This design comes from an exercise in tuning for small area on the open sky130 flow, not from production work. Where RTL was checked, it was by simulation tests only, not by an equivalence proof against the original. Only the layout flow was run in run 1; the RTL was not checked for function there.

===== flow/flow/run.sh =====
#!/bin/bash
set -euo pipefail
bash standard.sh synth > synth.log 2>&1
bash standard.sh 'BUFFER_PORTS_ARGS=-buffer_cell sky130_fd_sc_hd__buf_1' finish > layout.log 2>&1

===== flow/standard.sh =====
#!/bin/bash
# synth_recipe.tcl (not shown) runs the flow's synth.tcl, then flattens the netlist and writes it again
# the make line also repeats each setting of config.mk as NAME=value (left out here)
make -C /OpenROAD-flow-scripts/flow DESIGN_CONFIG=/design/flow/config.mk WORK_HOME=/design/flow/orfs CLKGATE_MAP_FILE= SYNTH_SCRIPT=/design/flow/synth_recipe.tcl "${@:-finish}"

===== flow/config.mk =====
export PLATFORM = sky130hd
export DESIGN_NAME = syntropy_core
export DESIGN_NICKNAME = syntropy_core
export VERILOG_FILES = /design/flow/design.v
export SDC_FILE = /design/flow/constraint.sdc
export NUM_CORES = 4
export LEC_CHECK = 0
export CAP_MARGIN = 20
export CORE_MARGIN = 2
export CORE_UTILIZATION = 40
export CTS_BUF_LIST = sky130_fd_sc_hd__clkbuf_8
export GPL_TIMING_DRIVEN = 0
export SLEW_MARGIN = 20
export SYNTH_HIERARCHICAL = 1

===== flow/constraint.sdc =====
create_clock -name core_clock -period 13.0 [get_ports {clk}]
set_input_delay 2.6000 -clock core_clock [delete_from_list [all_inputs] [get_ports {clk}]]
set_output_delay 2.6000 -clock core_clock [all_outputs]
set_load 0.01 [all_outputs]

===== flow/design.v =====
`timescale 1ns / 1ps
module fa (
    input wire a,
    input wire b,
    input wire c,
    output wire s,
    output wire co
);
    assign s = a ^ b ^ c;
    assign co = (a & b) | (c & (a ^ b));
endmodule
module ha (
    input wire a,
    input wire b,
    output wire s,
    output wire co
);
    assign s = a ^ b;
    assign co = a & b;
endmodule
module syntropy_core (
    input wire clk,
    input wire rst_n,
    input wire [15:0] voltage_drift,
    input wire [15:0] packet_loss,
    input wire [15:0] temp_variance,
    input wire [15:0] phase_jitter,
    input wire [15:0] threshold,
    input wire enable_learning,
    input wire mesh_broadcast_en,
    output wire stable,
    output reg [15:0] flux_value,
    output reg [15:0] correction_vector,
    output reg [15:0] optimized_params,
    output wire learning_active,
    output wire mesh_broadcast_req,
    input wire [15:0] mesh_flux_in,
    input wire [15:0] mesh_correction_in,
    input wire mesh_valid_in,
    output reg [15:0] mesh_flux_out,
    output reg [15:0] mesh_correction_out,
    output wire mesh_valid_out,
    output wire [7:0] iteration_count,
    output wire [3:0] state,
    output wire error_flag
);
    localparam IDLE = 3'd0, EVAL = 3'd1, LEARN = 3'd2, CORR = 3'd3, BCAST = 3'd4, ERR = 3'd5;
    reg [2:0] cs;         
    reg [2:0] ps;         
    reg [3:0] ic;         
    reg       fin;        
    reg       lflag;      
    reg [15:0] p;         
    reg [15:0] q;         
    reg [15:0] thr;
    reg        len, men;
    assign state = {1'b0, ps};
    assign iteration_count = {4'd0, ic};
    assign stable = (ps == EVAL) && (cs == IDLE);
    assign learning_active = (ps == LEARN) && (cs == LEARN);
    assign mesh_broadcast_req = (ps == BCAST);
    assign mesh_valid_out = (ps == BCAST);
    assign error_flag = (ps == ERR);
    wire in_eval  = (cs == EVAL);
    wire in_learn = (cs == LEARN);
    wire first    = (ps == EVAL);
    wire iter     = in_learn && !fin;
    function automatic [4:0] ceil25(input [6:0] b);
        case (b)
            7'd0: ceil25 = 5'd0;
            7'd1: ceil25 = 5'd1;
            7'd2: ceil25 = 5'd1;
            7'd3: ceil25 = 5'd1;
            7'd4: ceil25 = 5'd1;
            7'd5: ceil25 = 5'd1;
            7'd6: ceil25 = 5'd2;
            7'd7: ceil25 = 5'd2;
            7'd8: ceil25 = 5'd2;
            7'd9: ceil25 = 5'd2;
            7'd10: ceil25 = 5'd2;
            7'd11: ceil25 = 5'd3;
            7'd12: ceil25 = 5'd3;
            7'd13: ceil25 = 5'd3;
            7'd14: ceil25 = 5'd3;
            7'd15: ceil25 = 5'd3;
            7'd16: ceil25 = 5'd4;
            7'd17: ceil25 = 5'd4;
            7'd18: ceil25 = 5'd4;
            7'd19: ceil25 = 5'd4;
            7'd20: ceil25 = 5'd4;
            7'd21: ceil25 = 5'd5;
            7'd22: ceil25 = 5'd5;
            7'd23: ceil25 = 5'd5;
            7'd24: ceil25 = 5'd5;
            7'd25: ceil25 = 5'd5;
            7'd26: ceil25 = 5'd6;
            7'd27: ceil25 = 5'd6;
            7'd28: ceil25 = 5'd6;
            7'd29: ceil25 = 5'd6;
            7'd30: ceil25 = 5'd6;
            7'd31: ceil25 = 5'd7;
            7'd32: ceil25 = 5'd7;
            7'd33: ceil25 = 5'd7;
            7'd34: ceil25 = 5'd7;
            7'd35: ceil25 = 5'd7;
            7'd36: ceil25 = 5'd8;
            7'd37: ceil25 = 5'd8;
            7'd38: ceil25 = 5'd8;
            7'd39: ceil25 = 5'd8;
            7'd40: ceil25 = 5'd8;
            7'd41: ceil25 = 5'd9;
            7'd42: ceil25 = 5'd9;
            7'd43: ceil25 = 5'd9;
            7'd44: ceil25 = 5'd9;
            7'd45: ceil25 = 5'd9;
            7'd46: ceil25 = 5'd9;
            7'd47: ceil25 = 5'd10;
            7'd48: ceil25 = 5'd10;
            7'd49: ceil25 = 5'd10;
            7'd50: ceil25 = 5'd10;
            7'd51: ceil25 = 5'd10;
            7'd52: ceil25 = 5'd11;
            7'd53: ceil25 = 5'd11;
            7'd54: ceil25 = 5'd11;
            7'd55: ceil25 = 5'd11;
            7'd56: ceil25 = 5'd11;
            7'd57: ceil25 = 5'd12;
            7'd58: ceil25 = 5'd12;
            7'd59: ceil25 = 5'd12;
            7'd60: ceil25 = 5'd12;
            7'd61: ceil25 = 5'd12;
            7'd62: ceil25 = 5'd13;
            7'd63: ceil25 = 5'd13;
            7'd64: ceil25 = 5'd13;
            7'd65: ceil25 = 5'd13;
            7'd66: ceil25 = 5'd13;
            7'd67: ceil25 = 5'd14;
            7'd68: ceil25 = 5'd14;
            7'd69: ceil25 = 5'd14;
            7'd70: ceil25 = 5'd14;
            7'd71: ceil25 = 5'd14;
            7'd72: ceil25 = 5'd15;
            7'd73: ceil25 = 5'd15;
            7'd74: ceil25 = 5'd15;
            7'd75: ceil25 = 5'd15;
            7'd76: ceil25 = 5'd15;
            7'd77: ceil25 = 5'd16;
            7'd78: ceil25 = 5'd16;
            7'd79: ceil25 = 5'd16;
            7'd80: ceil25 = 5'd16;
            7'd81: ceil25 = 5'd16;
            7'd82: ceil25 = 5'd17;
            7'd83: ceil25 = 5'd17;
            7'd84: ceil25 = 5'd17;
            7'd85: ceil25 = 5'd17;
            7'd86: ceil25 = 5'd17;
            7'd87: ceil25 = 5'd17;
            7'd88: ceil25 = 5'd18;
            7'd89: ceil25 = 5'd18;
            7'd90: ceil25 = 5'd18;
            7'd91: ceil25 = 5'd18;
            7'd92: ceil25 = 5'd18;
            7'd93: ceil25 = 5'd19;
            7'd94: ceil25 = 5'd19;
            7'd95: ceil25 = 5'd19;
            7'd96: ceil25 = 5'd19;
            7'd97: ceil25 = 5'd19;
            7'd98: ceil25 = 5'd20;
            7'd99: ceil25 = 5'd20;
            7'd100: ceil25 = 5'd20;
            7'd101: ceil25 = 5'd20;
            7'd102: ceil25 = 5'd20;
            7'd103: ceil25 = 5'd21;
            7'd104: ceil25 = 5'd21;
            7'd105: ceil25 = 5'd21;
            7'd106: ceil25 = 5'd21;
            7'd107: ceil25 = 5'd21;
            7'd108: ceil25 = 5'd22;
            7'd109: ceil25 = 5'd22;
            7'd110: ceil25 = 5'd22;
            7'd111: ceil25 = 5'd22;
            7'd112: ceil25 = 5'd22;
            7'd113: ceil25 = 5'd23;
            7'd114: ceil25 = 5'd23;
            7'd115: ceil25 = 5'd23;
            7'd116: ceil25 = 5'd23;
            7'd117: ceil25 = 5'd23;
            7'd118: ceil25 = 5'd24;
            7'd119: ceil25 = 5'd24;
            7'd120: ceil25 = 5'd24;
            7'd121: ceil25 = 5'd24;
            7'd122: ceil25 = 5'd24;
            7'd123: ceil25 = 5'd25;
            7'd124: ceil25 = 5'd25;
            7'd125: ceil25 = 5'd25;
            7'd126: ceil25 = 5'd25;
            7'd127: ceil25 = 5'd25;
            default: ceil25 = 5'd0;
        endcase
    endfunction
    wire sw_w1 = ~voltage_drift[1];
    wire sw_w2 = voltage_drift[1];
    wire sw_w3 = ~(voltage_drift[2] ^ packet_loss[2]);
    wire sw_w4 = voltage_drift[2] | packet_loss[2];
    wire sw_w5 = ~(voltage_drift[3] ^ packet_loss[3]);
    wire sw_w6 = voltage_drift[3] | packet_loss[3];
    wire sw_w7 = ~(voltage_drift[4] ^ packet_loss[4]);
    wire sw_w8 = voltage_drift[4] | packet_loss[4];
    wire sw_w9 = ~(voltage_drift[5] ^ packet_loss[5]);
    wire sw_w10 = voltage_drift[5] | packet_loss[5];
    wire sw_w11 = ~(voltage_drift[6] ^ packet_loss[6]);
    wire sw_w12 = voltage_drift[6] | packet_loss[6];
    wire sw_w13 = ~(voltage_drift[7] ^ packet_loss[7]);
    wire sw_w14 = voltage_drift[7] | packet_loss[7];
    wire sw_w15, sw_w16;
    ha sw_ha16 (.a(voltage_drift[0]), .b(packet_loss[0]), .s(sw_w15), .co(sw_w16));
    wire sw_w17, sw_w18;
    fa sw_fa18 (.a(packet_loss[1]), .b(phase_jitter[1]), .c(temp_variance[9]), .s(sw_w17), .co(sw_w18));
    wire sw_w19, sw_w20;
    fa sw_fa20 (.a(phase_jitter[2]), .b(temp_variance[10]), .c(sw_w3), .s(sw_w19), .co(sw_w20));
    wire sw_w21, sw_w22;
    fa sw_fa22 (.a(phase_jitter[3]), .b(temp_variance[11]), .c(sw_w5), .s(sw_w21), .co(sw_w22));
    wire sw_w23, sw_w24;
    fa sw_fa24 (.a(phase_jitter[4]), .b(temp_variance[12]), .c(sw_w7), .s(sw_w23), .co(sw_w24));
    wire sw_w25, sw_w26;
    fa sw_fa26 (.a(phase_jitter[5]), .b(temp_variance[13]), .c(sw_w9), .s(sw_w25), .co(sw_w26));
    wire sw_w27, sw_w28;
    fa sw_fa28 (.a(phase_jitter[6]), .b(temp_variance[14]), .c(sw_w11), .s(sw_w27), .co(sw_w28));
    wire sw_w29, sw_w30;
    fa sw_fa30 (.a(phase_jitter[7]), .b(temp_variance[15]), .c(sw_w13), .s(sw_w29), .co(sw_w30));
    wire sw_w31, sw_w32;
    fa sw_fa32 (.a(voltage_drift[8]), .b(packet_loss[8]), .c(phase_jitter[8]), .s(sw_w31), .co(sw_w32));
    wire sw_w33 = ~(voltage_drift[9] ^ packet_loss[9]);
    wire sw_w34 = voltage_drift[9] | packet_loss[9];
    wire sw_w35 = ~(voltage_drift[10] ^ packet_loss[10]);
    wire sw_w36 = voltage_drift[10] | packet_loss[10];
    wire sw_w37 = ~(voltage_drift[11] ^ packet_loss[11]);
    wire sw_w38 = voltage_drift[11] | packet_loss[11];
    wire sw_w39 = ~(voltage_drift[12] ^ packet_loss[12]);
    wire sw_w40 = voltage_drift[12] | packet_loss[12];
    wire sw_w41 = ~(voltage_drift[13] ^ packet_loss[13]);
    wire sw_w42 = voltage_drift[13] | packet_loss[13];
    wire sw_w43 = ~(voltage_drift[14] ^ packet_loss[14]);
    wire sw_w44 = voltage_drift[14] | packet_loss[14];
    wire sw_w45 = ~(voltage_drift[15] ^ packet_loss[15]);
    wire sw_w46 = voltage_drift[15] | packet_loss[15];
    wire sw_w47, sw_w48;
    ha sw_ha48 (.a(phase_jitter[0]), .b(temp_variance[8]), .s(sw_w47), .co(sw_w48));
    wire sw_w49, sw_w50;
    fa sw_fa50 (.a(sw_w1), .b(sw_w17), .c(sw_w16), .s(sw_w49), .co(sw_w50));
    wire sw_w51, sw_w52;
    fa sw_fa52 (.a(sw_w2), .b(sw_w19), .c(sw_w18), .s(sw_w51), .co(sw_w52));
    wire sw_w53, sw_w54;
    fa sw_fa54 (.a(sw_w4), .b(sw_w21), .c(sw_w20), .s(sw_w53), .co(sw_w54));
    wire sw_w55, sw_w56;
    fa sw_fa56 (.a(sw_w6), .b(sw_w23), .c(sw_w22), .s(sw_w55), .co(sw_w56));
    wire sw_w57, sw_w58;
    fa sw_fa58 (.a(sw_w8), .b(sw_w25), .c(sw_w24), .s(sw_w57), .co(sw_w58));
    wire sw_w59, sw_w60;
    fa sw_fa60 (.a(sw_w10), .b(sw_w27), .c(sw_w26), .s(sw_w59), .co(sw_w60));
    wire sw_w61, sw_w62;
    fa sw_fa62 (.a(sw_w12), .b(sw_w29), .c(sw_w28), .s(sw_w61), .co(sw_w62));
    wire sw_w63, sw_w64;
    fa sw_fa64 (.a(sw_w14), .b(sw_w31), .c(sw_w30), .s(sw_w63), .co(sw_w64));
    wire sw_w65, sw_w66;
    fa sw_fa66 (.a(phase_jitter[9]), .b(sw_w33), .c(sw_w32), .s(sw_w65), .co(sw_w66));
    wire sw_w67, sw_w68;
    fa sw_fa68 (.a(phase_jitter[10]), .b(sw_w35), .c(sw_w34), .s(sw_w67), .co(sw_w68));
    wire sw_w69, sw_w70;
    fa sw_fa70 (.a(phase_jitter[11]), .b(sw_w37), .c(sw_w36), .s(sw_w69), .co(sw_w70));
    wire sw_w71, sw_w72;
    fa sw_fa72 (.a(phase_jitter[12]), .b(sw_w39), .c(sw_w38), .s(sw_w71), .co(sw_w72));
    wire sw_w73, sw_w74;
    fa sw_fa74 (.a(phase_jitter[13]), .b(sw_w41), .c(sw_w40), .s(sw_w73), .co(sw_w74));
    wire sw_w75, sw_w76;
    fa sw_fa76 (.a(phase_jitter[14]), .b(sw_w43), .c(sw_w42), .s(sw_w75), .co(sw_w76));
    wire sw_w77, sw_w78;
    fa sw_fa78 (.a(phase_jitter[15]), .b(sw_w45), .c(sw_w44), .s(sw_w77), .co(sw_w78));
    wire sw_w79 = ~(sw_w15 ^ sw_w47);
    wire sw_w80 = sw_w15 | sw_w47;
    wire sw_w81, sw_w82;
    fa sw_fa82 (.a(sw_w49), .b(sw_w48), .c(sw_w80), .s(sw_w81), .co(sw_w82));
    wire sw_w83, sw_w84;
    fa sw_fa84 (.a(sw_w51), .b(sw_w50), .c(sw_w82), .s(sw_w83), .co(sw_w84));
    wire sw_w85, sw_w86;
    fa sw_fa86 (.a(sw_w53), .b(sw_w52), .c(sw_w84), .s(sw_w85), .co(sw_w86));
    wire sw_w87, sw_w88;
    fa sw_fa88 (.a(sw_w55), .b(sw_w54), .c(sw_w86), .s(sw_w87), .co(sw_w88));
    wire sw_w89, sw_w90;
    fa sw_fa90 (.a(sw_w57), .b(sw_w56), .c(sw_w88), .s(sw_w89), .co(sw_w90));
    wire sw_w91, sw_w92;
    fa sw_fa92 (.a(sw_w59), .b(sw_w58), .c(sw_w90), .s(sw_w91), .co(sw_w92));
    wire sw_w93, sw_w94;
    fa sw_fa94 (.a(sw_w61), .b(sw_w60), .c(sw_w92), .s(sw_w93), .co(sw_w94));
    wire sw_w95, sw_w96;
    fa sw_fa96 (.a(sw_w63), .b(sw_w62), .c(sw_w94), .s(sw_w95), .co(sw_w96));
    wire sw_w97, sw_w98;
    fa sw_fa98 (.a(sw_w65), .b(sw_w64), .c(sw_w96), .s(sw_w97), .co(sw_w98));
    wire sw_w99, sw_w100;
    fa sw_fa100 (.a(sw_w67), .b(sw_w66), .c(sw_w98), .s(sw_w99), .co(sw_w100));
    wire sw_w101, sw_w102;
    fa sw_fa102 (.a(sw_w69), .b(sw_w68), .c(sw_w100), .s(sw_w101), .co(sw_w102));
    wire sw_w103, sw_w104;
    fa sw_fa104 (.a(sw_w71), .b(sw_w70), .c(sw_w102), .s(sw_w103), .co(sw_w104));
    wire sw_w105, sw_w106;
    fa sw_fa106 (.a(sw_w73), .b(sw_w72), .c(sw_w104), .s(sw_w105), .co(sw_w106));
    wire sw_w107, sw_w108;
    fa sw_fa108 (.a(sw_w75), .b(sw_w74), .c(sw_w106), .s(sw_w107), .co(sw_w108));
    wire sw_w109, sw_w110;
    fa sw_fa110 (.a(sw_w77), .b(sw_w76), .c(sw_w108), .s(sw_w109), .co(sw_w110));
    wire [15:0] nfc = {sw_w109, sw_w107, sw_w105, sw_w103, sw_w101, sw_w99, sw_w97, sw_w95, sw_w93, sw_w91, sw_w89, sw_w87, sw_w85, sw_w83, sw_w81, sw_w79};
    wire [15:0] flux_calc = ~nfc;
    wire ev_w1 = ~(thr[0] ^ nfc[0]);
    wire ev_w2 = thr[0] | nfc[0];
    wire ev_w3, ev_w4;
    fa ev_fa4 (.a(thr[1]), .b(nfc[1]), .c(ev_w2), .s(ev_w3), .co(ev_w4));
    wire ev_w5, ev_w6;
    fa ev_fa6 (.a(thr[2]), .b(nfc[2]), .c(ev_w4), .s(ev_w5), .co(ev_w6));
    wire ev_w7, ev_w8;
    fa ev_fa8 (.a(thr[3]), .b(nfc[3]), .c(ev_w6), .s(ev_w7), .co(ev_w8));
    wire ev_w9, ev_w10;
    fa ev_fa10 (.a(thr[4]), .b(nfc[4]), .c(ev_w8), .s(ev_w9), .co(ev_w10));
    wire ev_w11, ev_w12;
    fa ev_fa12 (.a(thr[5]), .b(nfc[5]), .c(ev_w10), .s(ev_w11), .co(ev_w12));
    wire ev_w13, ev_w14;
    fa ev_fa14 (.a(thr[6]), .b(nfc[6]), .c(ev_w12), .s(ev_w13), .co(ev_w14));
    wire ev_w15, ev_w16;
    fa ev_fa16 (.a(thr[7]), .b(nfc[7]), .c(ev_w14), .s(ev_w15), .co(ev_w16));
    wire ev_w17, ev_w18;
    fa ev_fa18 (.a(thr[8]), .b(nfc[8]), .c(ev_w16), .s(ev_w17), .co(ev_w18));
    wire ev_w19, ev_w20;
    fa ev_fa20 (.a(thr[9]), .b(nfc[9]), .c(ev_w18), .s(ev_w19), .co(ev_w20));
    wire ev_w21, ev_w22;
    fa ev_fa22 (.a(thr[10]), .b(nfc[10]), .c(ev_w20), .s(ev_w21), .co(ev_w22));
    wire ev_w23, ev_w24;
    fa ev_fa24 (.a(thr[11]), .b(nfc[11]), .c(ev_w22), .s(ev_w23), .co(ev_w24));
    wire ev_w25, ev_w26;
    fa ev_fa26 (.a(thr[12]), .b(nfc[12]), .c(ev_w24), .s(ev_w25), .co(ev_w26));
    wire ev_w27, ev_w28;
    fa ev_fa28 (.a(thr[13]), .b(nfc[13]), .c(ev_w26), .s(ev_w27), .co(ev_w28));
    wire ev_w29, ev_w30;
    fa ev_fa30 (.a(thr[14]), .b(nfc[14]), .c(ev_w28), .s(ev_w29), .co(ev_w30));
    wire ev_w31, ev_w32;
    fa ev_fa32 (.a(thr[15]), .b(nfc[15]), .c(ev_w30), .s(ev_w31), .co(ev_w32));
    wire ev_w33 = ~ev_w32;
    wire ev_w34 = ev_w32;
    wire [16:0] ev = {ev_w33, ev_w31, ev_w29, ev_w27, ev_w25, ev_w23, ev_w21, ev_w19, ev_w17, ev_w15, ev_w13, ev_w11, ev_w9, ev_w7, ev_w5, ev_w3, ev_w1};
    wire stable_c = ev[16] | (ev[15:0] == 16'd0);            
    wire [7:0] qhm1;
    wire [8:0] qhb;
    assign qhb[0] = 1'b1;
    genvar gi;
    generate
        for (gi = 0; gi < 8; gi = gi + 1) begin : qdecr
            assign qhm1[gi] = q[8 + gi] ^ qhb[gi];
            assign qhb[gi + 1] = qhb[gi] & ~q[8 + gi];
        end
    endgenerate
    wire qhz = qhb[8];                                      
    wire [15:0] qx = fin ? q : {7'h7f, ~qhz, qhm1};
    wire nx_w1, nx_w2;
    ha nx_ha2 (.a(p[1]), .b(p[0]), .s(nx_w1), .co(nx_w2));
    wire nx_w3, nx_w4;
    fa nx_fa4 (.a(p[2]), .b(p[1]), .c(qx[2]), .s(nx_w3), .co(nx_w4));
    wire nx_w5, nx_w6;
    fa nx_fa6 (.a(p[3]), .b(p[2]), .c(qx[3]), .s(nx_w5), .co(nx_w6));
    wire nx_w7, nx_w8;
    fa nx_fa8 (.a(p[4]), .b(p[3]), .c(qx[4]), .s(nx_w7), .co(nx_w8));
    wire nx_w9, nx_w10;
    fa nx_fa10 (.a(p[5]), .b(p[4]), .c(qx[5]), .s(nx_w9), .co(nx_w10));
    wire nx_w11, nx_w12;
    fa nx_fa12 (.a(p[6]), .b(p[5]), .c(qx[6]), .s(nx_w11), .co(nx_w12));
    wire nx_w13, nx_w14;
    fa nx_fa14 (.a(p[7]), .b(p[6]), .c(qx[7]), .s(nx_w13), .co(nx_w14));
    wire nx_w15, nx_w16;
    fa nx_fa16 (.a(p[8]), .b(p[7]), .c(qx[8]), .s(nx_w15), .co(nx_w16));
    wire nx_w17, nx_w18;
    fa nx_fa18 (.a(p[9]), .b(p[8]), .c(qx[9]), .s(nx_w17), .co(nx_w18));
    wire nx_w19, nx_w20;
    fa nx_fa20 (.a(p[10]), .b(p[9]), .c(qx[10]), .s(nx_w19), .co(nx_w20));
    wire nx_w21, nx_w22;
    fa nx_fa22 (.a(p[11]), .b(p[10]), .c(qx[11]), .s(nx_w21), .co(nx_w22));
    wire nx_w23, nx_w24;
    fa nx_fa24 (.a(p[12]), .b(p[11]), .c(qx[12]), .s(nx_w23), .co(nx_w24));
    wire nx_w25, nx_w26;
    fa nx_fa26 (.a(p[13]), .b(p[12]), .c(qx[13]), .s(nx_w25), .co(nx_w26));
    wire nx_w27, nx_w28;
    fa nx_fa28 (.a(p[14]), .b(p[13]), .c(qx[14]), .s(nx_w27), .co(nx_w28));
    wire nx_w29, nx_w30;
    fa nx_fa30 (.a(p[15]), .b(p[14]), .c(qx[15]), .s(nx_w29), .co(nx_w30));
    wire nx_w31, nx_w32;
    ha nx_ha32 (.a(p[0]), .b(qx[0]), .s(nx_w31), .co(nx_w32));
    wire nx_w33, nx_w34;
    fa nx_fa34 (.a(qx[1]), .b(nx_w1), .c(nx_w32), .s(nx_w33), .co(nx_w34));
    wire nx_w35, nx_w36;
    fa nx_fa36 (.a(nx_w3), .b(nx_w2), .c(nx_w34), .s(nx_w35), .co(nx_w36));
    wire nx_w37, nx_w38;
    fa nx_fa38 (.a(nx_w5), .b(nx_w4), .c(nx_w36), .s(nx_w37), .co(nx_w38));
    wire nx_w39, nx_w40;
    fa nx_fa40 (.a(nx_w7), .b(nx_w6), .c(nx_w38), .s(nx_w39), .co(nx_w40));
    wire nx_w41, nx_w42;
    fa nx_fa42 (.a(nx_w9), .b(nx_w8), .c(nx_w40), .s(nx_w41), .co(nx_w42));
    wire nx_w43, nx_w44;
    fa nx_fa44 (.a(nx_w11), .b(nx_w10), .c(nx_w42), .s(nx_w43), .co(nx_w44));
    wire nx_w45, nx_w46;
    fa nx_fa46 (.a(nx_w13), .b(nx_w12), .c(nx_w44), .s(nx_w45), .co(nx_w46));
    wire nx_w47, nx_w48;
    fa nx_fa48 (.a(nx_w15), .b(nx_w14), .c(nx_w46), .s(nx_w47), .co(nx_w48));
    wire nx_w49, nx_w50;
    fa nx_fa50 (.a(nx_w17), .b(nx_w16), .c(nx_w48), .s(nx_w49), .co(nx_w50));
    wire nx_w51, nx_w52;
    fa nx_fa52 (.a(nx_w19), .b(nx_w18), .c(nx_w50), .s(nx_w51), .co(nx_w52));
    wire nx_w53, nx_w54;
    fa nx_fa54 (.a(nx_w21), .b(nx_w20), .c(nx_w52), .s(nx_w53), .co(nx_w54));
    wire nx_w55, nx_w56;
    fa nx_fa56 (.a(nx_w23), .b(nx_w22), .c(nx_w54), .s(nx_w55), .co(nx_w56));
    wire nx_w57, nx_w58;
    fa nx_fa58 (.a(nx_w25), .b(nx_w24), .c(nx_w56), .s(nx_w57), .co(nx_w58));
    wire nx_w59, nx_w60;
    fa nx_fa60 (.a(nx_w27), .b(nx_w26), .c(nx_w58), .s(nx_w59), .co(nx_w60));
    wire nx_w61, nx_w62;
    fa nx_fa62 (.a(nx_w29), .b(nx_w28), .c(nx_w60), .s(nx_w61), .co(nx_w62));
    wire [15:0] nx = {nx_w61, nx_w59, nx_w57, nx_w55, nx_w53, nx_w51, nx_w49, nx_w47, nx_w45, nx_w43, nx_w41, nx_w39, nx_w37, nx_w35, nx_w33, nx_w31};
    wire [15:0] nf = lflag ? nx : ~flux_value;               
    wire [15:0] f = ~nf;
    wire er_w1 = ~(thr[0] ^ nf[0]);
    wire er_w2 = thr[0] | nf[0];
    wire er_w3, er_w4;
    fa er_fa4 (.a(thr[1]), .b(nf[1]), .c(er_w2), .s(er_w3), .co(er_w4));
    wire er_w5, er_w6;
    fa er_fa6 (.a(thr[2]), .b(nf[2]), .c(er_w4), .s(er_w5), .co(er_w6));
    wire er_w7, er_w8;
    fa er_fa8 (.a(thr[3]), .b(nf[3]), .c(er_w6), .s(er_w7), .co(er_w8));
    wire er_w9, er_w10;
    fa er_fa10 (.a(thr[4]), .b(nf[4]), .c(er_w8), .s(er_w9), .co(er_w10));
    wire er_w11, er_w12;
    fa er_fa12 (.a(thr[5]), .b(nf[5]), .c(er_w10), .s(er_w11), .co(er_w12));
    wire er_w13, er_w14;
    fa er_fa14 (.a(thr[6]), .b(nf[6]), .c(er_w12), .s(er_w13), .co(er_w14));
    wire er_w15, er_w16;
    fa er_fa16 (.a(thr[7]), .b(nf[7]), .c(er_w14), .s(er_w15), .co(er_w16));
    wire er_w17, er_w18;
    fa er_fa18 (.a(thr[8]), .b(nf[8]), .c(er_w16), .s(er_w17), .co(er_w18));
    wire er_w19, er_w20;
    fa er_fa20 (.a(thr[9]), .b(nf[9]), .c(er_w18), .s(er_w19), .co(er_w20));
    wire er_w21, er_w22;
    fa er_fa22 (.a(thr[10]), .b(nf[10]), .c(er_w20), .s(er_w21), .co(er_w22));
    wire er_w23, er_w24;
    fa er_fa24 (.a(thr[11]), .b(nf[11]), .c(er_w22), .s(er_w23), .co(er_w24));
    wire er_w25, er_w26;
    fa er_fa26 (.a(thr[12]), .b(nf[12]), .c(er_w24), .s(er_w25), .co(er_w26));
    wire er_w27, er_w28;
    fa er_fa28 (.a(thr[13]), .b(nf[13]), .c(er_w26), .s(er_w27), .co(er_w28));
    wire er_w29, er_w30;
    fa er_fa30 (.a(thr[14]), .b(nf[14]), .c(er_w28), .s(er_w29), .co(er_w30));
    wire er_w31, er_w32;
    fa er_fa32 (.a(thr[15]), .b(nf[15]), .c(er_w30), .s(er_w31), .co(er_w32));
    wire er_w33 = ~er_w32;
    wire er_w34 = er_w32;
    wire [16:0] e = {er_w33, er_w31, er_w29, er_w27, er_w25, er_w23, er_w21, er_w19, er_w17, er_w15, er_w13, er_w11, er_w9, er_w7, er_w5, er_w3, er_w1};
    wire [6:0] b  = e[6:0];
    wire       nz = |b;
    wire [4:0] cb = ceil25(b);
    wire y_w1 = ~e[16];
    wire y_w2 = ~y_w1;
    wire y_w3 = y_w1;
    wire y_w4 = ~e[14];
    wire y_w5 = e[14];
    wire y_w6 = ~e[15];
    wire y_w7 = e[15];
    wire y_w8, y_w9;
    ha y_ha9 (.a(e[11]), .b(e[8]), .s(y_w8), .co(y_w9));
    wire y_w10, y_w11;
    fa y_fa11 (.a(e[12]), .b(e[9]), .c(e[8]), .s(y_w10), .co(y_w11));
    wire y_w12, y_w13;
    fa y_fa13 (.a(e[13]), .b(e[10]), .c(e[9]), .s(y_w12), .co(y_w13));
    wire y_w14, y_w15;
    fa y_fa15 (.a(e[14]), .b(e[11]), .c(e[10]), .s(y_w14), .co(y_w15));
    wire y_w16, y_w17;
    fa y_fa17 (.a(e[15]), .b(e[12]), .c(e[11]), .s(y_w16), .co(y_w17));
    wire y_w18, y_w19;
    fa y_fa19 (.a(e[13]), .b(e[12]), .c(y_w2), .s(y_w18), .co(y_w19));
    wire y_w20, y_w21;
    fa y_fa21 (.a(e[13]), .b(y_w4), .c(y_w3), .s(y_w20), .co(y_w21));
    wire y_w22, y_w23;
    fa y_fa23 (.a(e[14]), .b(y_w6), .c(y_w5), .s(y_w22), .co(y_w23));
    wire y_w24 = ~e[16];
    wire y_w25, y_w26;
    fa y_fa26 (.a(y_w24), .b(e[15]), .c(y_w7), .s(y_w25), .co(y_w26));
    wire y_w27, y_w28;
    ha y_ha28 (.a(e[10]), .b(e[7]), .s(y_w27), .co(y_w28));
    wire y_w29, y_w30;
    fa y_fa30 (.a(e[7]), .b(y_w8), .c(y_w28), .s(y_w29), .co(y_w30));
    wire y_w31, y_w32;
    fa y_fa32 (.a(y_w10), .b(y_w9), .c(y_w30), .s(y_w31), .co(y_w32));
    wire y_w33, y_w34;
    fa y_fa34 (.a(y_w12), .b(y_w11), .c(y_w32), .s(y_w33), .co(y_w34));
    wire y_w35, y_w36;
    fa y_fa36 (.a(y_w14), .b(y_w13), .c(y_w34), .s(y_w35), .co(y_w36));
    wire y_w37, y_w38;
    fa y_fa38 (.a(y_w16), .b(y_w15), .c(y_w36), .s(y_w37), .co(y_w38));
    wire y_w39, y_w40;
    fa y_fa40 (.a(y_w18), .b(y_w17), .c(y_w38), .s(y_w39), .co(y_w40));
    wire y_w41, y_w42;
    fa y_fa42 (.a(y_w20), .b(y_w19), .c(y_w40), .s(y_w41), .co(y_w42));
    wire y_w43, y_w44;
    fa y_fa44 (.a(y_w22), .b(y_w21), .c(y_w42), .s(y_w43), .co(y_w44));
    wire y_w45, y_w46;
    fa y_fa46 (.a(y_w25), .b(y_w23), .c(y_w44), .s(y_w45), .co(y_w46));
    wire y_w47 = ~e[16];
    wire y_w48, y_w49;
    fa y_fa49 (.a(y_w47), .b(y_w26), .c(y_w46), .s(y_w48), .co(y_w49));
    wire y_w50 = ~y_w49;
    wire y_w51 = y_w49;
    wire [14:0] y = {y_w50, y_w48, y_w45, y_w43, y_w41, y_w39, y_w37, y_w35, y_w33, y_w31, y_w29, y_w27, e[9], e[8], e[7]};
    wire pu_w1, pu_w2;
    ha pu_ha2 (.a(p[0]), .b(y[0]), .s(pu_w1), .co(pu_w2));
    wire pu_w3, pu_w4;
    fa pu_fa4 (.a(p[1]), .b(y[1]), .c(cb[1]), .s(pu_w3), .co(pu_w4));
    wire pu_w5, pu_w6;
    fa pu_fa6 (.a(p[2]), .b(y[2]), .c(cb[2]), .s(pu_w5), .co(pu_w6));
    wire pu_w7, pu_w8;
    fa pu_fa8 (.a(p[3]), .b(y[3]), .c(cb[3]), .s(pu_w7), .co(pu_w8));
    wire pu_w9, pu_w10;
    fa pu_fa10 (.a(p[4]), .b(y[4]), .c(cb[4]), .s(pu_w9), .co(pu_w10));
    wire pu_w11, pu_w12;
    ha pu_ha12 (.a(p[5]), .b(y[5]), .s(pu_w11), .co(pu_w12));
    wire pu_w13, pu_w14;
    ha pu_ha14 (.a(p[6]), .b(y[6]), .s(pu_w13), .co(pu_w14));
    wire pu_w15, pu_w16;
    ha pu_ha16 (.a(p[7]), .b(y[7]), .s(pu_w15), .co(pu_w16));
    wire pu_w17, pu_w18;
    ha pu_ha18 (.a(p[8]), .b(y[8]), .s(pu_w17), .co(pu_w18));
    wire pu_w19, pu_w20;
    ha pu_ha20 (.a(p[9]), .b(y[9]), .s(pu_w19), .co(pu_w20));
    wire pu_w21, pu_w22;
    ha pu_ha22 (.a(p[10]), .b(y[10]), .s(pu_w21), .co(pu_w22));
    wire pu_w23, pu_w24;
    ha pu_ha24 (.a(p[11]), .b(y[11]), .s(pu_w23), .co(pu_w24));
    wire pu_w25, pu_w26;
    ha pu_ha26 (.a(p[12]), .b(y[12]), .s(pu_w25), .co(pu_w26));
    wire pu_w27, pu_w28;
    ha pu_ha28 (.a(p[13]), .b(y[13]), .s(pu_w27), .co(pu_w28));
    wire pu_w29 = ~y[14];
    wire pu_w30 = ~(p[14] ^ pu_w29);
    wire pu_w31 = p[14] | pu_w29;
    wire pu_w32 = ~p[15];
    wire pu_w33 = p[15];
    wire pu_w34, pu_w35;
    ha pu_ha35 (.a(cb[0]), .b(pu_w1), .s(pu_w34), .co(pu_w35));
    wire pu_w36, pu_w37;
    fa pu_fa37 (.a(pu_w3), .b(pu_w2), .c(pu_w35), .s(pu_w36), .co(pu_w37));
    wire pu_w38, pu_w39;
    fa pu_fa39 (.a(pu_w5), .b(pu_w4), .c(pu_w37), .s(pu_w38), .co(pu_w39));
    wire pu_w40, pu_w41;
    fa pu_fa41 (.a(pu_w7), .b(pu_w6), .c(pu_w39), .s(pu_w40), .co(pu_w41));
    wire pu_w42, pu_w43;
    fa pu_fa43 (.a(pu_w9), .b(pu_w8), .c(pu_w41), .s(pu_w42), .co(pu_w43));
    wire pu_w44, pu_w45;
    fa pu_fa45 (.a(pu_w11), .b(pu_w10), .c(pu_w43), .s(pu_w44), .co(pu_w45));
    wire pu_w46, pu_w47;
    fa pu_fa47 (.a(pu_w13), .b(pu_w12), .c(pu_w45), .s(pu_w46), .co(pu_w47));
    wire pu_w48, pu_w49;
    fa pu_fa49 (.a(pu_w15), .b(pu_w14), .c(pu_w47), .s(pu_w48), .co(pu_w49));
    wire pu_w50, pu_w51;
    fa pu_fa51 (.a(pu_w17), .b(pu_w16), .c(pu_w49), .s(pu_w50), .co(pu_w51));
    wire pu_w52, pu_w53;
    fa pu_fa53 (.a(pu_w19), .b(pu_w18), .c(pu_w51), .s(pu_w52), .co(pu_w53));
    wire pu_w54, pu_w55;
    fa pu_fa55 (.a(pu_w21), .b(pu_w20), .c(pu_w53), .s(pu_w54), .co(pu_w55));
    wire pu_w56, pu_w57;
    fa pu_fa57 (.a(pu_w23), .b(pu_w22), .c(pu_w55), .s(pu_w56), .co(pu_w57));
    wire pu_w58, pu_w59;
    fa pu_fa59 (.a(pu_w25), .b(pu_w24), .c(pu_w57), .s(pu_w58), .co(pu_w59));
    wire pu_w60, pu_w61;
    fa pu_fa61 (.a(pu_w27), .b(pu_w26), .c(pu_w59), .s(pu_w60), .co(pu_w61));
    wire pu_w62, pu_w63;
    fa pu_fa63 (.a(pu_w30), .b(pu_w28), .c(pu_w61), .s(pu_w62), .co(pu_w63));
    wire pu_w64, pu_w65;
    fa pu_fa65 (.a(pu_w32), .b(pu_w31), .c(pu_w63), .s(pu_w64), .co(pu_w65));
    wire [15:0] pu = {pu_w64, pu_w62, pu_w60, pu_w58, pu_w56, pu_w54, pu_w52, pu_w50, pu_w48, pu_w46, pu_w44, pu_w42, pu_w40, pu_w38, pu_w36, pu_w34};
    wire ylo_nz = |y[7:0];
    wire ylo_hi = y[7] & y[6] & y[5] & (y[4] | y[3]);        
    wire cadd   = nz ? ylo_hi : ylo_nz;
    wire qn_w1, qn_w2;
    ha qn_ha2 (.a(q[0]), .b(nz), .s(qn_w1), .co(qn_w2));
    wire qn_w3, qn_w4;
    ha qn_ha4 (.a(q[1]), .b(qn_w2), .s(qn_w3), .co(qn_w4));
    wire qn_w5, qn_w6;
    ha qn_ha6 (.a(q[2]), .b(qn_w4), .s(qn_w5), .co(qn_w6));
    wire qn_w7, qn_w8;
    ha qn_ha8 (.a(q[3]), .b(qn_w6), .s(qn_w7), .co(qn_w8));
    wire qn_w9, qn_w10;
    ha qn_ha10 (.a(q[4]), .b(qn_w8), .s(qn_w9), .co(qn_w10));
    wire qn_w11, qn_w12;
    ha qn_ha12 (.a(q[5]), .b(qn_w10), .s(qn_w11), .co(qn_w12));
    wire qn_w13, qn_w14;
    ha qn_ha14 (.a(q[6]), .b(qn_w12), .s(qn_w13), .co(qn_w14));
    wire [7:0] qn = {qn_w14, qn_w13, qn_w11, qn_w9, qn_w7, qn_w5, qn_w3, qn_w1};
    wire ql_w1, ql_w2;
    fa ql_fa2 (.a(qn[0]), .b(y[8]), .c(cadd), .s(ql_w1), .co(ql_w2));
    wire ql_w3, ql_w4;
    fa ql_fa4 (.a(qn[1]), .b(y[9]), .c(ql_w2), .s(ql_w3), .co(ql_w4));
    wire ql_w5, ql_w6;
    fa ql_fa6 (.a(qn[2]), .b(y[10]), .c(ql_w4), .s(ql_w5), .co(ql_w6));
    wire ql_w7, ql_w8;
    fa ql_fa8 (.a(qn[3]), .b(y[11]), .c(ql_w6), .s(ql_w7), .co(ql_w8));
    wire ql_w9, ql_w10;
    fa ql_fa10 (.a(qn[4]), .b(y[12]), .c(ql_w8), .s(ql_w9), .co(ql_w10));
    wire ql_w11, ql_w12;
    fa ql_fa12 (.a(qn[5]), .b(y[13]), .c(ql_w10), .s(ql_w11), .co(ql_w12));
    wire ql_w13, ql_w14;
    fa ql_fa14 (.a(qn[6]), .b(y[14]), .c(ql_w12), .s(ql_w13), .co(ql_w14));
    wire [7:0] ql = {ql_w14, ql_w13, ql_w11, ql_w9, ql_w7, ql_w5, ql_w3, ql_w1};
    wire [8:0] qh = q[15:7];
    reg  [8:0] qh1, qh0;
    integer k;
    always @* begin
        for (k = 0; k < 9; k = k + 1) begin
            qh1[k] = qh[k] ^ (~(qn[7] ^ y[14]) &
                              ((qh & ((9'd1 << k) - 9'd1)) == ((9'd1 << k) - 9'd1)));
            qh0[k] = qh[k] ^ ((qn[7] & ~y[14] &
                               ((qh & ((9'd1 << k) - 9'd1)) == ((9'd1 << k) - 9'd1))) |
                              (~qn[7] & y[14] & ((qh & ((9'd1 << k) - 9'd1)) == 9'd0)));
        end
    end
    wire [8:0] qh_new = ql[7] ? qh1 : qh0;
    wire [15:0] qu = {qh_new, ql[6:0]};
    wire ovf = flux_calc[15] | pu[15] | qu[15];
    always @(posedge clk) begin
        thr <= threshold;
        len <= enable_learning;
        men <= mesh_broadcast_en;
    end
    always @(posedge clk or negedge rst_n) begin
        if (!rst_n) begin
            cs <= IDLE;
            ps <= IDLE;
            ic <= 4'd0;
            fin <= 1'b0;
            lflag <= 1'b0;
            p <= 16'd0;
            q <= 16'd0;
            flux_value <= 16'd0;
            correction_vector <= 16'd0;
            optimized_params <= 16'd0;
            mesh_flux_out <= 16'd0;
            mesh_correction_out <= 16'd0;
        end else begin
            ps <= cs;
            case (cs)
                IDLE: cs <= ovf ? ERR : EVAL;
                EVAL: cs <= stable_c ? IDLE : (len ? LEARN : CORR);
                LEARN: if (fin) cs <= CORR;
                CORR: cs <= BCAST;
                BCAST: cs <= IDLE;
                ERR: cs <= ERR;
                default: cs <= IDLE;
            endcase
            fin <= iter && !first && ic[3] && ic[0];
            if (in_eval) begin
                flux_value <= flux_calc;
                lflag <= 1'b0;
                correction_vector <= ev[16] ? 16'd0 : ev[15:0];
            end
            if (iter) begin
                p <= pu;
                q <= qu;
                lflag <= 1'b1;
                ic <= first ? 4'd1 : ic + 4'd1;
            end
            if (fin) optimized_params <= nx;
            if (cs == CORR && men && mesh_valid_in) correction_vector <= mesh_correction_in;
            if (cs == BCAST) begin
                mesh_flux_out <= f;
                mesh_correction_out <= correction_vector;
            end
        end
    end
endmodule

==> out/summary.md, run 1 <==
Critical path
* highest fanout seen on the critical path: 3
* type of the setup path with the least slack: register to register
* depth of the worst register-to-register path: 37
* Slowest Stage Delay on Critical Path: 630 ps
* R2R Path Start: q[8]$_DFFE_PN0P_
* dominant delay contributor by cell family on the critical path: adder cells
* category of the worst setup path capture point: register
* Slowest cell on crit path: fa_2
* cell repeated most along the worst path: fa_2
* end of the worst register-to-register path: cs[2]$_DFFE_PN0N_
* Required @ worst endpoint: 13370 ps
* Bufs and invs on worst path: 2
* critical path startpoint category: register
* Critical Path AT: 13000 ps
* flop-to-flop setup slack: 370 ps

Die
* Core Region: 24300 um2
* top-level port count: 214
* initial cell density of the core: 40.7%
* Die Span X: 161 um
* number of cell rows: 57
* height of the die: 161 um
* full die area: 26000 um2

Route
* WL/cell: 17.0 um
* total vias in the final route: 7040
* Total Routed Length: 24400 um
* Via-to-Cell Ratio: 4.92
* Routed Antenna Nets: 0
* count of TritonRoute iterations in the first routing pass: 8
* Remaining DRCs: 0
* Initial DRC Count: 477

Global route
* wire length of the first global-routing pass: 39200 um
* maximum number of pins on one net before global-route repair: 29
* global router's overall resource usage: 19.6%
* antenna violations before repair: 0
* remaining global-route overflow: 0
* number of global-route vias before repair: 7210

Clock network
* Sink Count: 142
* TritonCTS clock tree: built
* level count of the clock H-tree: 4
* clock-pin slew of the registers on the worst-case setup and hold paths: 80 ps
* largest buffer count on any clock path: 2
* Clock Root Buffer: clkbuf_8
* number of buffers inserted during clock tree synthesis: 17
* insertion delay of the later-clocked pin in the worst-skew pair: 480 ps

Timing
* Worst-Margin Slew: 887 ps
* Min Clock Period, post-route: 12630 ps
* final worst path period share: 97.2%
* setup repair after global routing missed its margin: no
* Max Freq: 79.2 MHz
* number of hold violations in the final report: 0
* fin. max-slew vios: 0
* total setup violations reported at the end of the flow: 0
* Max transition margin: 40.9%
* clock skew after layout: 23.1 ps

Job
* count of maximum capacitance violations: 0

Place
* area post-placement: 11100 um2
* dpl hpwl: 20100 um
* port buffer count: 184
* placer congestion estimate: 0.860
* placed insts: 1382

Cells and area
* number of filler instances in the final layout: 2246
* share of final-layout standard cells stronger than drive strength 1: 17.4%
* register area: 3470 um2
* growth of design area from synthesis to finish: 20.1%
* final standard cell area without fillers: 11900 um2
* Post-Layout Cell Count: 1430
* fin util: 48.9%
* Antenna diodes: 0
* area occupied by multi-input gates: 6070 um2
* total number of nets in the final design: 1401

Logic synthesis
* Mapped Cells: 865
* count of distinct cell types in the synthesized netlist: 62
* Synth area leader: dfrtp_1
* Yosys warning total: 7
* top-area cell type share of the netlist area: 31.3%
* post-synthesis async set-or-reset flop share: 87.3%
* biggest area contributors in the synthesized netlist: dfrtp_1 31%, fa_1 29%, ha_1 6.3%
* summed instance area of the synthesized netlist: 9900 um2
* Post-synth top cells: 141 x fa_1, 124 x dfrtp_1, 110 x nand2_1
* number of enable-type register cells in the synthesized netlist: 0
* dominant register cell in the synthesized netlist: dfrtp_1
* most instantiated library cell after synthesis: fa_1
* average size of a mapped cell: 11.4 um2
* post-synthesis sequential area ratio: 35.0%
* post-synthesis sequential element count: 142

Outcome
* run status: finished clean

Worst hold path
* destination of the worst hold path: ps[0]$_DFF_PN0_
* type of the most critical hold path: register to register
* Min-Delay Startpoint: cs[0]$_DFFE_PN0N_
* worst hold stages: 0

==> worst max-delay path by stage <==
stage | from | to | slack [ps] | depth (start not counted)
final | q[8]$_DFFE_PN0P_ | cs[2]$_DFFE_PN0N_ | 370 | 37
after global routing | q[8]$_DFFE_PN0P_ | q[14]$_DFFE_PN0P_ | 7 | 38
after CTS | q[8]$_DFFE_PN0P_ | cs[2]$_DFFE_PN0N_ | 20 | 37
after detailed placement | fin$_DFF_PN0_ | cs[2]$_DFFE_PN0N_ | -1210 | 37
after global placement | fin$_DFF_PN0_ | cs[2]$_DFFE_PN0N_ | -960 | 37
after floorplan | q[8]$_DFFE_PN0P_ | cs[2]$_DFFE_PN0N_ | 70 | 37
==> cell usage in the layout (no fill, tap or decap), types with 6 or more instances in the layout <==
| cell | synthesis | routed |
|---|---|---|
| dfxtp_1 | 18 | 18 |
| nand2_1 | 110 | 110 |
| buf_2 | 13 | 14 |
| nor2b_1 | 7 | 6 |
| mux2i_1 | 18 | 11 |
| a21oi_1 | 43 | 43 |
| o21ai_0 | 22 | 18 |
| buf_1 | 1 | 184 |
| o211ai_1 | 7 | 7 |
| nor2_1 | 39 | 39 |
| clkbuf_1 | 19 | 15 |
| dfrtp_1 | 124 | 122 |
| mux2_2 | 33 | 33 |
| inv_1 | 108 | 109 |
| xnor2_1 | 12 | 11 |
| ha_1 | 50 | 47 |
| nand3_1 | 7 | 7 |
| fa_1 | 141 | 94 |
| a222oi_1 | 15 | 15 |
| fa_2 | 0 | 47 |
| buf_4 | 7 | 25 |
| clkbuf_8 | 0 | 18 |
==> area by class of cell <==
type                            instances  share of cell area [%]
Buffer                                 40                    1.79
Clock buffer                           18                    2.08
Clock inverter                         14                    1.14
Inverter                              108                    3.41
Multi-Input combinational cell        577                    51.1
Sequential cell                       142                    29.2
Tap cell                              324                    3.41
Timing Repair Buffer                  207                    7.93
==> through the flow <==
step / setup TNS [ps] / hold WS, ps / setup slack (ps)
final: 0 / 381 / 369
after global routing: 0 / 405 / 6.55
after CTS: 0 / 383 / 22.7
after detailed placement: -7860 / 358 / -1210
after global placement: -5650 / 357 / -964
after floorplan: 0 / 349 / 68.6
==> metal layers <==
metal  vias to the layer above  GRT usage [%]  wire length (um)
li1                       3271              -                 -
met1                      3562           28.1             11200
met2                       187           31.0             11600
met3                        20           4.11              1310
met4                         0           4.30               300
met5                         -              0                 0
==> per-module statistics from Yosys, one instance, submodules excluded <==
module / cell area (um2) / cells / flip-flops and latches / times used
fa: 20.0 / 1 / 0 / 141
ha: 12.5 / 1 / 0 / 24
syntropy_core: 6780 / 700 / 142 / 1
==> state kept, by name, summed over array words and instances, names as in the netlist, 3 cells and up <==
register,count
cs,3
optimized_params,16
thr,16
mesh_flux_out,16
ic,4
p,16
ps,3
mesh_correction_out,16
flux_value,16
q,16
correction_vector,16
==> cell families after synthesis <==
family / after synthesis / share of synthesized area, %
AOI/OAI and AO/OA: 115 / 7.76
xor gates and xnor gates: 13 / 1.15
adders and majority gates: 192 / 34.9
buffers and inverters: 150 / 6.27
DFF: 142 / 35.0
muxes: 51 / 5.57
other: 1 / 0.0379
and+or+nand+nor: 201 / 9.31
==> what timing repair did <==
| item | in CTS | in global routing |
|---|---|---|
| setup buffers | 13 | 5 |
| endpoints found under the setup margin | 12 | 5 |
| pin swaps | 26 | 24 |
| resized for setup | 53 | 22 |
| hold buffers | 0 | 0 |
==> run 2: changes to the inputs <==
--- a/flow/design.v
+++ b/flow/design.v
@@ -200,18 +200,18 @@
     endfunction
     wire sw_w1 = ~voltage_drift[1];
     wire sw_w2 = voltage_drift[1];
-    wire sw_w3 = ~(voltage_drift[2] ^ packet_loss[2]);
-    wire sw_w4 = voltage_drift[2] | packet_loss[2];
-    wire sw_w5 = ~(voltage_drift[3] ^ packet_loss[3]);
-    wire sw_w6 = voltage_drift[3] | packet_loss[3];
-    wire sw_w7 = ~(voltage_drift[4] ^ packet_loss[4]);
-    wire sw_w8 = voltage_drift[4] | packet_loss[4];
-    wire sw_w9 = ~(voltage_drift[5] ^ packet_loss[5]);
-    wire sw_w10 = voltage_drift[5] | packet_loss[5];
-    wire sw_w11 = ~(voltage_drift[6] ^ packet_loss[6]);
-    wire sw_w12 = voltage_drift[6] | packet_loss[6];
-    wire sw_w13 = ~(voltage_drift[7] ^ packet_loss[7]);
-    wire sw_w14 = voltage_drift[7] | packet_loss[7];
+    wire sw_w3, sw_w4;
+    fa sw_fa4 (.a(voltage_drift[2]), .b(packet_loss[2]), .c(1'b1), .s(sw_w3), .co(sw_w4));
+    wire sw_w5, sw_w6;
+    fa sw_fa6 (.a(voltage_drift[3]), .b(packet_loss[3]), .c(1'b1), .s(sw_w5), .co(sw_w6));
+    wire sw_w7, sw_w8;
+    fa sw_fa8 (.a(voltage_drift[4]), .b(packet_loss[4]), .c(1'b1), .s(sw_w7), .co(sw_w8));
+    wire sw_w9, sw_w10;
+    fa sw_fa10 (.a(voltage_drift[5]), .b(packet_loss[5]), .c(1'b1), .s(sw_w9), .co(sw_w10));
+    wire sw_w11, sw_w12;
+    fa sw_fa12 (.a(voltage_drift[6]), .b(packet_loss[6]), .c(1'b1), .s(sw_w11), .co(sw_w12));
+    wire sw_w13, sw_w14;
+    fa sw_fa14 (.a(voltage_drift[7]), .b(packet_loss[7]), .c(1'b1), .s(sw_w13), .co(sw_w14));
     wire sw_w15, sw_w16;
     ha sw_ha16 (.a(voltage_drift[0]), .b(packet_loss[0]), .s(sw_w15), .co(sw_w16));
     wire sw_w17, sw_w18;
@@ -230,20 +230,20 @@
     fa sw_fa30 (.a(phase_jitter[7]), .b(temp_variance[15]), .c(sw_w13), .s(sw_w29), .co(sw_w30));
     wire sw_w31, sw_w32;
     fa sw_fa32 (.a(voltage_drift[8]), .b(packet_loss[8]), .c(phase_jitter[8]), .s(sw_w31), .co(sw_w32));
-    wire sw_w33 = ~(voltage_drift[9] ^ packet_loss[9]);
-    wire sw_w34 = voltage_drift[9] | packet_loss[9];
-    wire sw_w35 = ~(voltage_drift[10] ^ packet_loss[10]);
-    wire sw_w36 = voltage_drift[10] | packet_loss[10];
-    wire sw_w37 = ~(voltage_drift[11] ^ packet_loss[11]);
-    wire sw_w38 = voltage_drift[11] | packet_loss[11];
-    wire sw_w39 = ~(voltage_drift[12] ^ packet_loss[12]);
-    wire sw_w40 = voltage_drift[12] | packet_loss[12];
-    wire sw_w41 = ~(voltage_drift[13] ^ packet_loss[13]);
-    wire sw_w42 = voltage_drift[13] | packet_loss[13];
-    wire sw_w43 = ~(voltage_drift[14] ^ packet_loss[14]);
-    wire sw_w44 = voltage_drift[14] | packet_loss[14];
-    wire sw_w45 = ~(voltage_drift[15] ^ packet_loss[15]);
-    wire sw_w46 = voltage_drift[15] | packet_loss[15];
+    wire sw_w33, sw_w34;
+    fa sw_fa34 (.a(voltage_drift[9]), .b(packet_loss[9]), .c(1'b1), .s(sw_w33), .co(sw_w34));
+    wire sw_w35, sw_w36;
+    fa sw_fa36 (.a(voltage_drift[10]), .b(packet_loss[10]), .c(1'b1), .s(sw_w35), .co(sw_w36));
+    wire sw_w37, sw_w38;
+    fa sw_fa38 (.a(voltage_drift[11]), .b(packet_loss[11]), .c(1'b1), .s(sw_w37), .co(sw_w38));
+    wire sw_w39, sw_w40;
+    fa sw_fa40 (.a(voltage_drift[12]), .b(packet_loss[12]), .c(1'b1), .s(sw_w39), .co(sw_w40));
+    wire sw_w41, sw_w42;
+    fa sw_fa42 (.a(voltage_drift[13]), .b(packet_loss[13]), .c(1'b1), .s(sw_w41), .co(sw_w42));
+    wire sw_w43, sw_w44;
+    fa sw_fa44 (.a(voltage_drift[14]), .b(packet_loss[14]), .c(1'b1), .s(sw_w43), .co(sw_w44));
+    wire sw_w45, sw_w46;
+    fa sw_fa46 (.a(voltage_drift[15]), .b(packet_loss[15]), .c(1'b1), .s(sw_w45), .co(sw_w46));
     wire sw_w47, sw_w48;
     ha sw_ha48 (.a(phase_jitter[0]), .b(temp_variance[8]), .s(sw_w47), .co(sw_w48));
     wire sw_w49, sw_w50;
@@ -276,8 +276,8 @@
     fa sw_fa76 (.a(phase_jitter[14]), .b(sw_w43), .c(sw_w42), .s(sw_w75), .co(sw_w76));
     wire sw_w77, sw_w78;
     fa sw_fa78 (.a(phase_jitter[15]), .b(sw_w45), .c(sw_w44), .s(sw_w77), .co(sw_w78));
-    wire sw_w79 = ~(sw_w15 ^ sw_w47);
-    wire sw_w80 = sw_w15 | sw_w47;
+    wire sw_w79, sw_w80;
+    fa sw_fa80 (.a(sw_w15), .b(sw_w47), .c(1'b1), .s(sw_w79), .co(sw_w80));
     wire sw_w81, sw_w82;
     fa sw_fa82 (.a(sw_w49), .b(sw_w48), .c(sw_w80), .s(sw_w81), .co(sw_w82));
     wire sw_w83, sw_w84;
@@ -310,8 +310,8 @@
     fa sw_fa110 (.a(sw_w77), .b(sw_w76), .c(sw_w108), .s(sw_w109), .co(sw_w110));
     wire [15:0] nfc = {sw_w109, sw_w107, sw_w105, sw_w103, sw_w101, sw_w99, sw_w97, sw_w95, sw_w93, sw_w91, sw_w89, sw_w87, sw_w85, sw_w83, sw_w81, sw_w79};
     wire [15:0] flux_calc = ~nfc;
-    wire ev_w1 = ~(thr[0] ^ nfc[0]);
-    wire ev_w2 = thr[0] | nfc[0];
+    wire ev_w1, ev_w2;
+    fa ev_fa2 (.a(thr[0]), .b(nfc[0]), .c(1'b1), .s(ev_w1), .co(ev_w2));
     wire ev_w3, ev_w4;
     fa ev_fa4 (.a(thr[1]), .b(nfc[1]), .c(ev_w2), .s(ev_w3), .co(ev_w4));
     wire ev_w5, ev_w6;
@@ -423,8 +423,8 @@
     wire [15:0] nx = {nx_w61, nx_w59, nx_w57, nx_w55, nx_w53, nx_w51, nx_w49, nx_w47, nx_w45, nx_w43, nx_w41, nx_w39, nx_w37, nx_w35, nx_w33, nx_w31};
     wire [15:0] nf = lflag ? nx : ~flux_value;               
     wire [15:0] f = ~nf;
-    wire er_w1 = ~(thr[0] ^ nf[0]);
-    wire er_w2 = thr[0] | nf[0];
+    wire er_w1, er_w2;
+    fa er_fa2 (.a(thr[0]), .b(nf[0]), .c(1'b1), .s(er_w1), .co(er_w2));
     wire er_w3, er_w4;
     fa er_fa4 (.a(thr[1]), .b(nf[1]), .c(er_w2), .s(er_w3), .co(er_w4));
     wire er_w5, er_w6;
@@ -542,8 +542,8 @@
     wire pu_w27, pu_w28;
     ha pu_ha28 (.a(p[13]), .b(y[13]), .s(pu_w27), .co(pu_w28));
     wire pu_w29 = ~y[14];
-    wire pu_w30 = ~(p[14] ^ pu_w29);
-    wire pu_w31 = p[14] | pu_w29;
+    wire pu_w30, pu_w31;
+    fa pu_fa31 (.a(p[14]), .b(pu_w29), .c(1'b1), .s(pu_w30), .co(pu_w31));
     wire pu_w32 = ~p[15];
     wire pu_w33 = p[15];
     wire pu_w34, pu_w35;
==> out/summary.md, run 2 <==
Outcome
* run status: finished clean, unchanged

Clock network
* number of buffers inserted during clock tree synthesis: 17, unchanged
* level count of the clock H-tree: 4, unchanged
* Sink Count: 142, unchanged
* largest buffer count on any clock path: 2, unchanged
* clock-pin slew of the registers on the worst-case setup and hold paths: 90 ps, was 80 ps
* insertion delay of the later-clocked pin in the worst-skew pair: 460 ps, was 480 ps
* TritonCTS clock tree: built, unchanged
* Clock Root Buffer: clkbuf_8, unchanged

Cells and area
* most common cell after layout, fill and taps aside: buf_1, unchanged
* number of filler instances in the final layout: 2249, was 2246
* share of final-layout standard cells stronger than drive strength 1: 15.4%, was 17.4%
* commonest non-fill, non-tap cells in the layout: 184 x buf_1, 123 x dfrtp_1, 121 x fa_1, 94 x nand2_1, 62 x nor2_1, was 184 x buf_1, 122 x dfrtp_1, 110 x nand2_1, 109 x inv_1, 94 x fa_1
* Antenna diodes: 0, unchanged
* growth of design area from synthesis to finish: 19.9%, was 20.1%
* total number of nets in the final design: 1360, was 1401
* Post-Layout Cell Count: 1388, was 1430

Route
* WL/cell: 17.2 um, was 17.0 um
* total vias in the final route: 6946, was 7040
* Initial DRC Count: 475, was 477
* count of TritonRoute iterations in the first routing pass: 7, was 8
* Remaining DRCs: 0, unchanged
* Routed Antenna Nets: 0, unchanged
* Total Routed Length: 23900 um, was 24400 um
* Via-to-Cell Ratio: 5.00, was 4.92

Timing
* Min Clock Period, post-route: 12630 ps, about the same
* Max Freq: 79.2 MHz, about the same
* Max transition margin: 54.8%, was 40.9%
* Worst Hold Slack: 381 ps, about the same
* final worst path period share: 97.2%, about the same
* setup repair after global routing missed its margin: no, unchanged
* number of hold violations in the final report: 0, unchanged
* Worst-Margin Slew: 678 ps, was 887 ps
* Worst Slack Setup Final: 369 ps, about the same
* clock skew after layout: 19.8 ps, was 23.1 ps
* fin. max-slew vios: 0, unchanged
* total setup violations reported at the end of the flow: 0, unchanged

Logic synthesis
* Synth area leader: fa_1, was dfrtp_1
* dominant register cell in the synthesized netlist: dfrtp_1, unchanged
* Mapped Cells: 813, was 865
* Yosys warning total: 7, unchanged
* most instantiated library cell after synthesis: fa_1, unchanged
* count of distinct cell types in the synthesized netlist: 57, was 62
* top-area cell type share of the netlist area: 32.4%, was 31.3%
* post-synthesis sequential element count: 142, unchanged
* post-synthesis async set-or-reset flop share: 87.3%, unchanged
* biggest area contributors in the synthesized netlist: fa_1 32%, dfrtp_1 32%, ha_1 4.4%, was dfrtp_1 31%, fa_1 29%, ha_1 6.3%
* average size of a mapped cell: 12.0 um2, was 11.4 um2
* number of enable-type register cells in the synthesized netlist: 0, unchanged
* summed instance area of the synthesized netlist: 9750 um2, was 9900 um2
* post-synthesis sequential area ratio: 35.5%, was 35.0%
* Post-synth top cells: 158 x fa_1, 124 x dfrtp_1, 94 x nand2_1, was 141 x fa_1, 124 x dfrtp_1, 110 x nand2_1

Critical path
* Required @ worst endpoint: 13340 ps, was 13370 ps
* Critical Path AT: 12970 ps, was 13000 ps
* critical path startpoint category: register, unchanged
* category of the worst setup path capture point: register, unchanged
* highest fanout seen on the critical path: 9, was 3
* Slowest Stage Delay on Critical Path: 570 ps, was 630 ps
* flop-to-flop setup slack: 370 ps, about the same
* type of the setup path with the least slack: register to register, unchanged
* cell repeated most along the worst path: fa_2, unchanged
* Slowest cell on crit path: fa_2, unchanged

Global route
* wire length of the first global-routing pass: 38600 um, was 39200 um
* global router's overall resource usage: 19.6%, about the same
* layer with the highest usage after global routing: met2, unchanged
* number of global-route vias before repair: 7105, was 7210
* met3 usage in global routing: 3.61%, was 4.11%
* met2 layer usage reported by global route: 31.5%, was 31.0%
* Global Route met1 Usage: 27.3%, was 28.1%
* maximum number of pins on one net before global-route repair: 32, was 29
* antenna violations before repair: 0, unchanged
* remaining global-route overflow: 0, unchanged

Place
* placer congestion estimate: 0.864, was 0.860
* placed insts: 1345, was 1382
* dpl hpwl: 19900 um, was 20100 um
* port buffer count: 184, unchanged
* Post-Place Setup Slack: -1120 ps, was -1210 ps

Die
* top-level port count: 214, unchanged
* Die Span X: 160 um, was 161 um
* number of cell rows: 57, unchanged
* height of the die: 160 um, was 161 um
* full die area: 25600 um2, was 26000 um2
* Core Region: 24100 um2, was 24300 um2
* initial cell density of the core: 40.4%, was 40.7%

Worst hold path
* type of the most critical hold path: register to register, unchanged

Job
* count of maximum capacitance violations: 0, unchanged

## run 2: changes by cell type in the layout (fill, tap and decap cells not counted), sizes merged, moves of 4 or more
| cell | delta |
|---|---|
| inv | -64 |
| nor2 | +22 |
| a21oi | +20 |
| conb | +17 |
| fa | +17 |
| ha | -16 |
| nand2 | -16 |
| mux2i | -12 |
| or3 | +7 |
| buf | -5 |
| nor3 | +5 |
| o211ai | -4 |
| o21ai | +4 |
## run 2: cell type report
| cell class | count | area [um2] | share of cell area (%) |
|---|---|---|---|
| Clock buffer | 18 | 248 | 2.12 |
| Timing Repair Buffer | 200 | 862 | 7.38 |
| Multi-Input combinational cell | 605 | 6110 | 52.3 |
| Buffer | 43 | 244 | 2.09 |
| Tap cell | 324 | 405 | 3.47 |
| Inverter | 42 | 158 | 1.35 |
| Clock inverter | 14 | 191 | 1.64 |
| Sequential cell | 142 | 3460 | 29.6 |
## run 2: kinds of logic after synthesis
group,after synthesis,synth area share (%)
compound gates,130,8.25
simple gates,211,9.91
xor+xnor,10,0.898
other cells,2,0.0770
buf+inv,86,4.02
flops,142,35.5
fa+ha+maj,193,36.9
mux,39,4.43
## run 2: stage by stage
| step | area, um2 | util [%] | setup TNS (ps) |
|---|---|---|---|
| final | 11700 | 48.5 | 0 |
| after global routing | 11700 | 48.5 | 0 |
| after CTS | 11600 | 48.2 | 0 |
| after detailed placement | 11000 | 45.6 | -7770 |
| after global placement | 10900 | 45.3 | -6270 |
| after floorplan | 9830 | - | 0 |
## run 2: per-module statistics from Yosys (local to each module, per instance)
module / cells inside / flops+latches
ha: 1 / 0
syntropy_core: 631 / 142
fa: 1 / 0
## run 2: final timing paths
check,from,end,depth (start not counted)
setup reg to reg,q[8]$_DFFE_PN0P_,cs[2]$_DFFE_PN0N_,37
hold / removal,cs[2]$_DFFE_PN0N_,ps[2]$_DFF_PN0_,0
setup / recovery,q[8]$_DFFE_PN0P_,cs[2]$_DFFE_PN0N_,37
max in group asynchronous,rst_n,correction_vector[5]$_DFFE_PN0P_,3
hold reg to reg,cs[2]$_DFFE_PN0N_,ps[2]$_DFF_PN0_,0
min in group asynchronous,rst_n,q[12]$_DFFE_PN0P_,1
## run 2: timing repair
action | CTS | global route
buffers inserted | 8 | 4
hold buffers | 0 | 0
resized for setup | 41 | 14
pin swaps | 16 | 23
hold endpoints to repair | 0 | 0
endpoints found under the setup margin | 12 | 8
## run 2: metal layers
layer	routed length (um)	vias to the layer above	part of all wire [%]
met5	0	-	0
met1	10700	3511	45
li1	-	3186	-
met3	1310	32	5.5
met4	566	0	2.4
met2	11400	217	47
## run 2: critical path: cells and delay by family, from the launching register on
kind                     cells  cell delay, ps
adder cells (fa/ha/maj)     29           11170
flip-flops                   1             350
AO/OA/AOI/OAI                3             300
AND/OR/NAND/NOR              2             280
multiplexers                 1             210
buffers and inverters        2             200

-- re-timing with driven ports --
The flow's constraints put no driver on any port. The routed layouts listed below were extracted and timed again, unchanged, in two steps.
Step 1 (the two cells are an assumption about what drives the block):
set clk [get_ports {clk}]
set_driving_cell -lib_cell sky130_fd_sc_hd__clkbuf_16 $clk
set_driving_cell -lib_cell sky130_fd_sc_hd__buf_2 [delete_from_list [all_inputs] $clk]
Step 2 moves the port delays by t, midway between the first and last clock arrival at a register: inputs arrive t later, outputs are due t later. That takes back most of the time a late clock gives input paths.
Three values: no drivers, after step 1, after step 2; two values: the first two.
run | t (ns) | setup slack, ns | worst setup path after step 2 | cell pins on the clock port's net
run 1 | 0.504 | 0.369 / 0.369 / 0.369 | register to register | 1
run 2 | 0.492 | 0.369 / 0.369 / 0.369 | register to register | 1
After both steps setup and hold are still met in every run listed.
